What follows belongs to an exercise in optimizing a design on an open flow for small area; a production flow would make more cautious choices.
Where RTL was checked, it was by simulation tests only, not by an equivalence proof against the original.
Power is estimated from default activity; no workload was simulated.

## WcaUpConverter
module WcaUpConverter
(
	input              clock,
	input              reset,
	input              enable,
	input  wire [7:0]  cfg,
	input  wire        strobe_cic,
	input  wire [31:0] phase_cordic,
	input  wire [3:0]  log2_rate,
	input  wire        strobe_if,
	input  wire [31:0] iq_bb_in,
	output reg  [23:0] iq_if_out
);
	wire aclr     = cfg[1];
	wire rst_cic  = reset | aclr | ~enable;
	wire rst_cor  = reset | aclr;
	wire [11:0] icic_out, qcic_out;
	WcaCicInterp cic_i (.clock(clock), .reset(rst_cic), .strobe_cic(strobe_cic), .strobe_if(strobe_if),
		.log2_rate(log2_rate), .data_in(iq_bb_in[15:0]), .data_out(icic_out));
	WcaCicInterp cic_q (.clock(clock), .reset(rst_cic), .strobe_cic(strobe_cic), .strobe_if(strobe_if),
		.log2_rate(log2_rate), .data_in(iq_bb_in[31:16]), .data_out(qcic_out));
	reg [11:0] icic_latch, qcic_latch;
	always @(posedge clock)
		if (strobe_if) begin
			icic_latch <= icic_out;
			qcic_latch <= qcic_out;
		end
	wire [11:0] icor_in = cfg[3] ? iq_bb_in[15:4]  : icic_latch;
	wire [11:0] qcor_in = cfg[3] ? iq_bb_in[31:20] : qcic_latch;
	reg [11:0] X0, Y0;
	reg [10:0] A0;
	always @(posedge clock)
		if (strobe_if) begin
			case (phase_cordic[31:30])
				2'b01:   begin X0 <= -qcor_in; Y0 <= icor_in;  end
  ...
Settings: LEC_CHECK=0, CAP_MARGIN=20, CORE_MARGIN=2, CORE_UTILIZATION=70, CTS_CLUSTER_DIAMETER=120, CTS_CLUSTER_SIZE=24, SLEW_MARGIN=20; clock period 8.0 ns.
standard.sh (not shown) runs the stock make flow with config.mk's settings and CLKGATE_MAP_FILE= SYNTH_SCRIPT=/design/flow/synth_recipe.tcl, a recipe that flattens the netlist after the stock synthesis.
==> flow/flow/run.sh <==
#!/bin/bash
# Layout flow: the standard layout (standard.sh), with one change to
# synthesis: yosys 'synth' runs with -noabc, so its generic ABC pass does not
# restructure the explicitly written ripple-carry adders before extract_fa
# maps them to full-adder cells (that pass leaves them with an inverter on an
# input and on the sum of most bits). Registers, their names and cell types
# are the same as in the standard synthesis. Every input and output port is
# still buffered, with the smallest buffer (buf_1) instead of the cell
# buffer_ports picks by default (clkdlybuf4s50_1, 2.7x the area); the
# resizer still upsizes or adds buffers where timing, slew or fanout need it. Each tool's output is logged
# here (make.log) and by ORFS under orfs/logs/.
set -euo pipefail
here=$(pwd)
std_first='proc synth {args} { yosys synth -nofsm -noshare {*}$args }'
if [[ "$(head -1 synth_recipe.tcl)" != "$std_first" ]]; then
  echo "unexpected first line in synth_recipe.tcl" >&2
  exit 1
fi
{ echo 'proc synth {args} { yosys synth -nofsm -noshare -noabc {*}$args }'; tail -n +2 synth_recipe.tcl; } > "$here/synth_recipe_noabc.tcl"
sed "s#SYNTH_SCRIPT=[^ ]*#SYNTH_SCRIPT=$here/synth_recipe_noabc.tcl#" standard.sh > "$here/standard_noabc.sh"
grep -q "SYNTH_SCRIPT=$here/synth_recipe_noabc.tcl" "$here/standard_noabc.sh"
BUFFER_PORTS_ARGS="-buffer_cell sky130_fd_sc_hd__buf_1" bash "$here/standard_noabc.sh" > "$here/make.log" 2>&1
The first run finished with timing, DRC and antenna clean.
==> next run, changes <==
--- a/flow/flow/run.sh
+++ b/flow/flow/run.sh
@@ -7,4 +7 @@
-# are the same as in the standard synthesis. Every input and output port is
-# still buffered, with the smallest buffer (buf_1) instead of the cell
-# buffer_ports picks by default (clkdlybuf4s50_1, 2.7x the area); the
-# resizer still upsizes or adds buffers where timing, slew or fanout need it. Each tool's output is logged
+# are the same as in the standard synthesis. Each tool's output is logged
@@ -22 +19 @@
-BUFFER_PORTS_ARGS="-buffer_cell sky130_fd_sc_hd__buf_1" bash "$here/standard_noabc.sh" > "$here/make.log" 2>&1
+bash "$here/standard_noabc.sh" > "$here/make.log" 2>&1
--- a/flow/config.mk
+++ b/flow/config.mk
@@ -10,3 +10,3 @@
-export CORE_UTILIZATION = 70
-export CTS_CLUSTER_DIAMETER = 120
-export CTS_CLUSTER_SIZE = 24
+export CORE_UTILIZATION = 60
+export CTS_CLUSTER_DIAMETER = 150
+export CTS_CLUSTER_SIZE = 30
Effect:
- sequential share of layout area is lower by 0.31 points
- design area grows slightly
- die area grows by about a fifth
- clock skew shrinks by 0.0046 ns
- fmax is lower slightly
- wire length is about the same
- sequential power hardly moves
- total power decreases by a few percent
- non-clock buffer count went down by 5
- clock power shrinks by a little under a tenth
- via count decreases slightly
==> next run, changes <==
--- a/flow/config.mk
+++ b/flow/config.mk
@@ -11,2 +10,0 @@
-export CTS_CLUSTER_DIAMETER = 150
-export CTS_CLUSTER_SIZE = 30
Outcome: The new run went through all stages and came out clean; total power went up by 14%; global-route usage is higher by 0.67 points; die area does not change; setup slack improves by 0.053 ns; sequential share of layout area shrinks by 1.8 points; utilization is higher by 2.7 points; routed wire length went up by 2.5%; final cell count came out higher by 2.6%; cell area came out higher by 4.3%; combinational power stays flat.
==> next run, changes <==
--- a/flow/config.mk
+++ b/flow/config.mk
@@ -10,0 +11 @@
+export CTS_BUF_LIST = sky130_fd_sc_hd__clkbuf_4 sky130_fd_sc_hd__clkbuf_8
After rerunning: Worst setup slack got worse by 0.031 ns; sequential share of layout area stays flat; maximum frequency is lower slightly; flip-flop and latch count is unchanged; die area does not change; global-route usage is higher by 0.20 points.

========
WcaUpConverter, a different RTL version from the one above (not shown whole).
Size in the first run: about 110 I/O pins, about 46000 um2 of cells after synthesis.
## WcaUpConverter
module WcaUpConverter
(
	input              clock,
	input              reset,
	input              enable,
	input  wire [7:0]  cfg,
	input  wire        strobe_cic,
	input  wire [31:0] phase_cordic,
	input  wire [3:0]  log2_rate,
	input  wire        strobe_if,
	input  wire [31:0] iq_bb_in,
	output reg  [23:0] iq_if_out
);
clock: 8.0 ns
lec_check: 0
cap_margin: 20
core_margin: 2
core_utilization: 70
cts_cluster_diameter: 120
cts_cluster_size: 24
slew_margin: 20
==> flow/flow/run.sh <==
#!/bin/bash
# Layout flow: the standard layout (standard.sh) with these changes:
# - synthesis: yosys 'synth' runs with -noabc, so its generic ABC pass does
#   not restructure the explicitly written ripple-carry adders before
#   extract_fa maps them to full-adder cells; and the final ABC mapping uses
#   flow/abc.script (area-oriented mapping, &nf -a) instead of ORFS's speed
#   script. Registers, their names and cell types are those of the standard
#   synthesis; only the combinational mapping differs.
# - every input and output port is still buffered, with the smallest buffer
#   (buf_1) instead of the cell buffer_ports picks by default
#   (clkdlybuf4s50_1); the resizer still upsizes or adds buffers where
#   timing, slew or fanout need it.
# Each tool's output is logged here (make.log) and by ORFS under orfs/logs/.
set -euo pipefail
here=$(pwd)
flowdir=$(cd "$(dirname "${BASH_SOURCE[0]}")" && pwd)
std_first='proc synth {args} { yosys synth -nofsm -noshare {*}$args }'
if [[ "$(head -1 synth_recipe.tcl)" != "$std_first" ]]; then
  echo "unexpected first line in synth_recipe.tcl" >&2
  exit 1
fi
cp "$flowdir/abc.script" "$here/abc_custom.script"
{
  echo 'proc synth {args} { yosys synth -nofsm -noshare -noabc {*}$args }'
  echo "proc abc {args} { set i [lsearch -exact \$args -script]; if {\$i >= 0} { lset args [expr {\$i+1}] $here/abc_custom.script }; yosys abc {*}\$args }"
  tail -n +2 synth_recipe.tcl
} > "$here/synth_recipe_custom.tcl"
sed "s#SYNTH_SCRIPT=[^ ]*#SYNTH_SCRIPT=$here/synth_recipe_custom.tcl#" standard.sh > "$here/standard_custom.sh"
grep -q "SYNTH_SCRIPT=$here/synth_recipe_custom.tcl" "$here/standard_custom.sh"
BUFFER_PORTS_ARGS="-buffer_cell sky130_fd_sc_hd__buf_1" bash "$here/standard_custom.sh" > "$here/make.log" 2>&1
==> flow/flow/abc.script <==
&get -n
&st
&dch
&nf -a
&put
topo
stime -c
dnsize -c
The baseline produced a clean layout.
Edit:
==> flow/flow/abc.script (replaced) <==
&get -n
&st
&dch
&nf -a
&st
&dc2
&dch
&nf -a
&put
topo
stime -c
buffer -c
upsize -c
dnsize -c
=>
- core utilization drops by 0.92 points
- die area is higher by 1.6%
- maximum frequency went up by 1.2%
- routed wire length rose by 2.8%
- sequential power barely changes
Edit:
--- a/flow/config.mk
+++ b/flow/config.mk
@@ -9,5 +9,6 @@
 export CORE_MARGIN = 2
 export CORE_UTILIZATION = 70
-export CTS_CLUSTER_DIAMETER = 120
-export CTS_CLUSTER_SIZE = 24
+export CTS_BUF_LIST = sky130_fd_sc_hd__clkbuf_8
+export CTS_CLUSTER_DIAMETER = 100
+export CTS_CLUSTER_SIZE = 14
 export SLEW_MARGIN = 20
Maximum frequency stays flat.
Wire length is about the same.
Non-clock buffer count does not change.
Utilization barely changes.
Sequential share of layout area is about the same.
Clock power came out lower by about 4%.
Global-route usage stays flat.
Worst hold slack barely changes.

========
maple:
Another version of the RTL of WcaUpConverter (not shown whole).
For scale: about 4100 cells after synthesis, roughly 110 I/O pins.
==> flow/design.v (excerpt) <==
module WcaUpConverter
(
	input              clock,
	input              reset,
	input              enable,
	input  wire [7:0]  cfg,
	input  wire        strobe_cic,
	input  wire [31:0] phase_cordic,
	input  wire [3:0]  log2_rate,
	input  wire        strobe_if,
	input  wire [31:0] iq_bb_in,
	output reg  [23:0] iq_if_out
);
Settings: LEC_CHECK=0, CAP_MARGIN=20, CORE_MARGIN=2, CORE_UTILIZATION=60, SLEW_MARGIN=20; clock period 8.0 ns.
==> flow/flow/run.sh <==
#!/bin/bash
# Layout flow: the standard layout (standard.sh), with one change to
# synthesis: yosys 'synth' runs with -noabc, so its generic ABC pass does not
# restructure the explicitly written ripple-carry adders before extract_fa
# maps them to full-adder cells (that pass leaves them with an inverter on an
# input and on the sum of most bits). Registers, their names and cell types
# are the same as in the standard synthesis. Each tool's output is logged
# here (make.log) and by ORFS under orfs/logs/.
set -euo pipefail
here=$(pwd)
std_first='proc synth {args} { yosys synth -nofsm -noshare {*}$args }'
if [[ "$(head -1 synth_recipe.tcl)" != "$std_first" ]]; then
  echo "unexpected first line in synth_recipe.tcl" >&2
  exit 1
fi
{ echo 'proc synth {args} { yosys synth -nofsm -noshare -noabc {*}$args }'; tail -n +2 synth_recipe.tcl; } > "$here/synth_recipe_noabc.tcl"
sed "s#SYNTH_SCRIPT=[^ ]*#SYNTH_SCRIPT=$here/synth_recipe_noabc.tcl#" standard.sh > "$here/standard_noabc.sh"
grep -q "SYNTH_SCRIPT=$here/synth_recipe_noabc.tcl" "$here/standard_noabc.sh"
bash "$here/standard_noabc.sh" > "$here/make.log" 2>&1
maple: full flow OK, the timing, DRC and antenna checks passed
Modified inputs, cedar compared to maple
- swapping 60 for 40 in CORE_UTILIZATION
==> flow/run.sh (new file) <==
#!/bin/bash
# synth_recipe.tcl (not shown) runs the flow's synth.tcl, then flattens the netlist and writes it again
# the make line also repeats each setting of config.mk as NAME=value (left out here)
make -C /OpenROAD-flow-scripts/flow DESIGN_CONFIG=/design/flow/config.mk WORK_HOME=/design/flow/orfs CLKGATE_MAP_FILE= SYNTH_SCRIPT=/design/flow/synth_recipe.tcl finish
removed: flow/flow/run.sh
removed: flow/standard.sh
--- outcome ---
maple went all the way through the flow, and no timing, DRC or antenna check failed. Complete run, failing final checks: cedar, reason antenna violations. Sort maple and cedar by pin count of the biggest net entering global routing asc -> top: cedar. Going from maple to cedar, clock buffer instance count of the final layout shrank by a few percent. Re remaining antenna violation count after routing: cedar is 1 up on maple. cedar reports a higher critical path depth than maple does. maple has a lower die footprint than cedar. Diff maple -> cedar: power after layout +about 7%; core utilization saw a decrease.
Function was not checked in any run of this note: the RTL went through the layout flow alone.

========
WcaUpConverter with an RTL version that a note above also has.
For scale: about 940 flip-flops, ~110 I/O pins, ~47,000 sq um of cells after synthesis.
// WcaUpConverter
module WcaUpConverter
(
	input              clock,
	input              reset,
	input              enable,
	input  wire [7:0]  cfg,
	input  wire        strobe_cic,
	input  wire [31:0] phase_cordic,
	input  wire [3:0]  log2_rate,
	input  wire        strobe_if,
	input  wire [31:0] iq_bb_in,
	output reg  [23:0] iq_if_out
);
clock: 8.0 ns
lec_check: 0
cap_margin: 20
core_margin: 2
core_utilization: 70
cts_cluster_diameter: 90
cts_cluster_size: 27
slew_margin: 20
==> flow/flow/run.sh <==
#!/bin/bash
# Layout flow: the standard layout (standard.sh) with these changes:
# - synthesis: yosys 'synth' runs with -noabc, so its generic ABC pass does
#   not restructure the explicitly written ripple-carry adders before
#   extract_fa maps them to full-adder cells; and the final ABC mapping uses
#   flow/abc.script (area-oriented mapping, &nf -a) instead of ORFS's speed
#   script. Registers, their names and cell types are those of the standard
#   synthesis; only the combinational mapping differs.
# - every input and output port is still buffered, with the smallest buffer
#   (buf_1) instead of the cell buffer_ports picks by default
#   (clkdlybuf4s50_1); the resizer still upsizes or adds buffers where
#   timing, slew or fanout need it.
# Each tool's output is logged here (make.log) and by ORFS under orfs/logs/.
set -euo pipefail
here=$(pwd)
flowdir=$(cd "$(dirname "${BASH_SOURCE[0]}")" && pwd)
std_first='proc synth {args} { yosys synth -nofsm -noshare {*}$args }'
if [[ "$(head -1 synth_recipe.tcl)" != "$std_first" ]]; then
  echo "unexpected first line in synth_recipe.tcl" >&2
  exit 1
fi
cp "$flowdir/abc.script" "$here/abc_custom.script"
{
  echo 'proc synth {args} { yosys synth -nofsm -noshare -noabc {*}$args }'
  echo "proc abc {args} { set i [lsearch -exact \$args -script]; if {\$i >= 0} { lset args [expr {\$i+1}] $here/abc_custom.script }; yosys abc {*}\$args }"
  tail -n +2 synth_recipe.tcl
} > "$here/synth_recipe_custom.tcl"
sed "s#SYNTH_SCRIPT=[^ ]*#SYNTH_SCRIPT=$here/synth_recipe_custom.tcl#" standard.sh > "$here/standard_custom.sh"
grep -q "SYNTH_SCRIPT=$here/synth_recipe_custom.tcl" "$here/standard_custom.sh"
BUFFER_PORTS_ARGS="-buffer_cell sky130_fd_sc_hd__buf_1" bash "$here/standard_custom.sh" > "$here/make.log" 2>&1
==> flow/flow/abc.script <==
&get -n
&st
&dch
&nf -a
&st
&dc2
&dch
&nf -a
&put
topo
stime -c
buffer -c
upsize -c
dnsize -c
Change:
--- a/flow/config.mk
+++ b/flow/config.mk
@@ -10,3 +10,3 @@
-export CORE_UTILIZATION = 70
-export CTS_CLUSTER_DIAMETER = 90
-export CTS_CLUSTER_SIZE = 27
+export CORE_UTILIZATION = 80
+export CTS_CLUSTER_DIAMETER = 120
+export CTS_CLUSTER_SIZE = 24
Power came out higher by 0.67%.
Global-route usage went up by 7.2 points.
Fmax came out lower by 2.3%.
Clock skew hardly moves.
Die area decreases by 12%.
Design area came out lower by 0.33%.
Area after synthesis is unchanged.
Sequential share of layout area goes up by 0.14 points.
Register-to-register slack loses 0.17 ns.
Count of clock-buffer cells in the layout goes up by 3.
Non-clock buffer count decreases by 6.

==> separate check: timing with driven ports <==
No port has a modelled driver above. Below, the same layouts with a new extraction and two added sets of constraints.
Step 1 assumes that a clkbuf_16 drives the clock port and a buf_2 every other input.
Step 2, shift: input delay + t, output delay - t, t = (earliest + latest rising clock arrival at the registers) / 2. This alone moves slack from input paths to output paths.
Three values: ideal, step 1, step 2; two values: the first two.
run | shift t [ns] | setup WS [ns] | worst data-port slew with drivers (ns) | pins driven straight from the clock port
the first run of note 1 | 0.689 | 0.518 / 0.518 / 0.518 | 0.12 | 1
the second run of note 1 | 0.668 | 0.380 / 0.380 / 0.380 | 0.13 | 1
the third run of note 1 | 0.724 | 0.433 / 0.433 / 0.433 | 0.11 | 1
the fourth run of note 1 | 0.885 | 0.401 / 0.401 / 0.401 | 0.12 | 1
the first run of note 2 | 0.680 | 0.849 / 0.849 / 0.849 | 0.11 | 1
the second run of note 2 | 0.682 | 0.931 / 0.931 / 0.931 | 0.09 | 1
the third run of note 2 | 0.766 | 0.918 / 0.918 / 0.918 | 0.09 | 1
maple | 0.710 | 0.355 / 0.355 / 0.355 | 0.11 | 1
cedar | 0.778 | 0.315 / 0.315 / 0.315 | 0.15 | 1
the first run of note 4 | 0.687 | 0.927 / 0.927 / 0.927 | 0.09 | 1
the second run of note 4 | 0.685 | 0.760 / 0.760 / 0.760 | 0.08 | 1
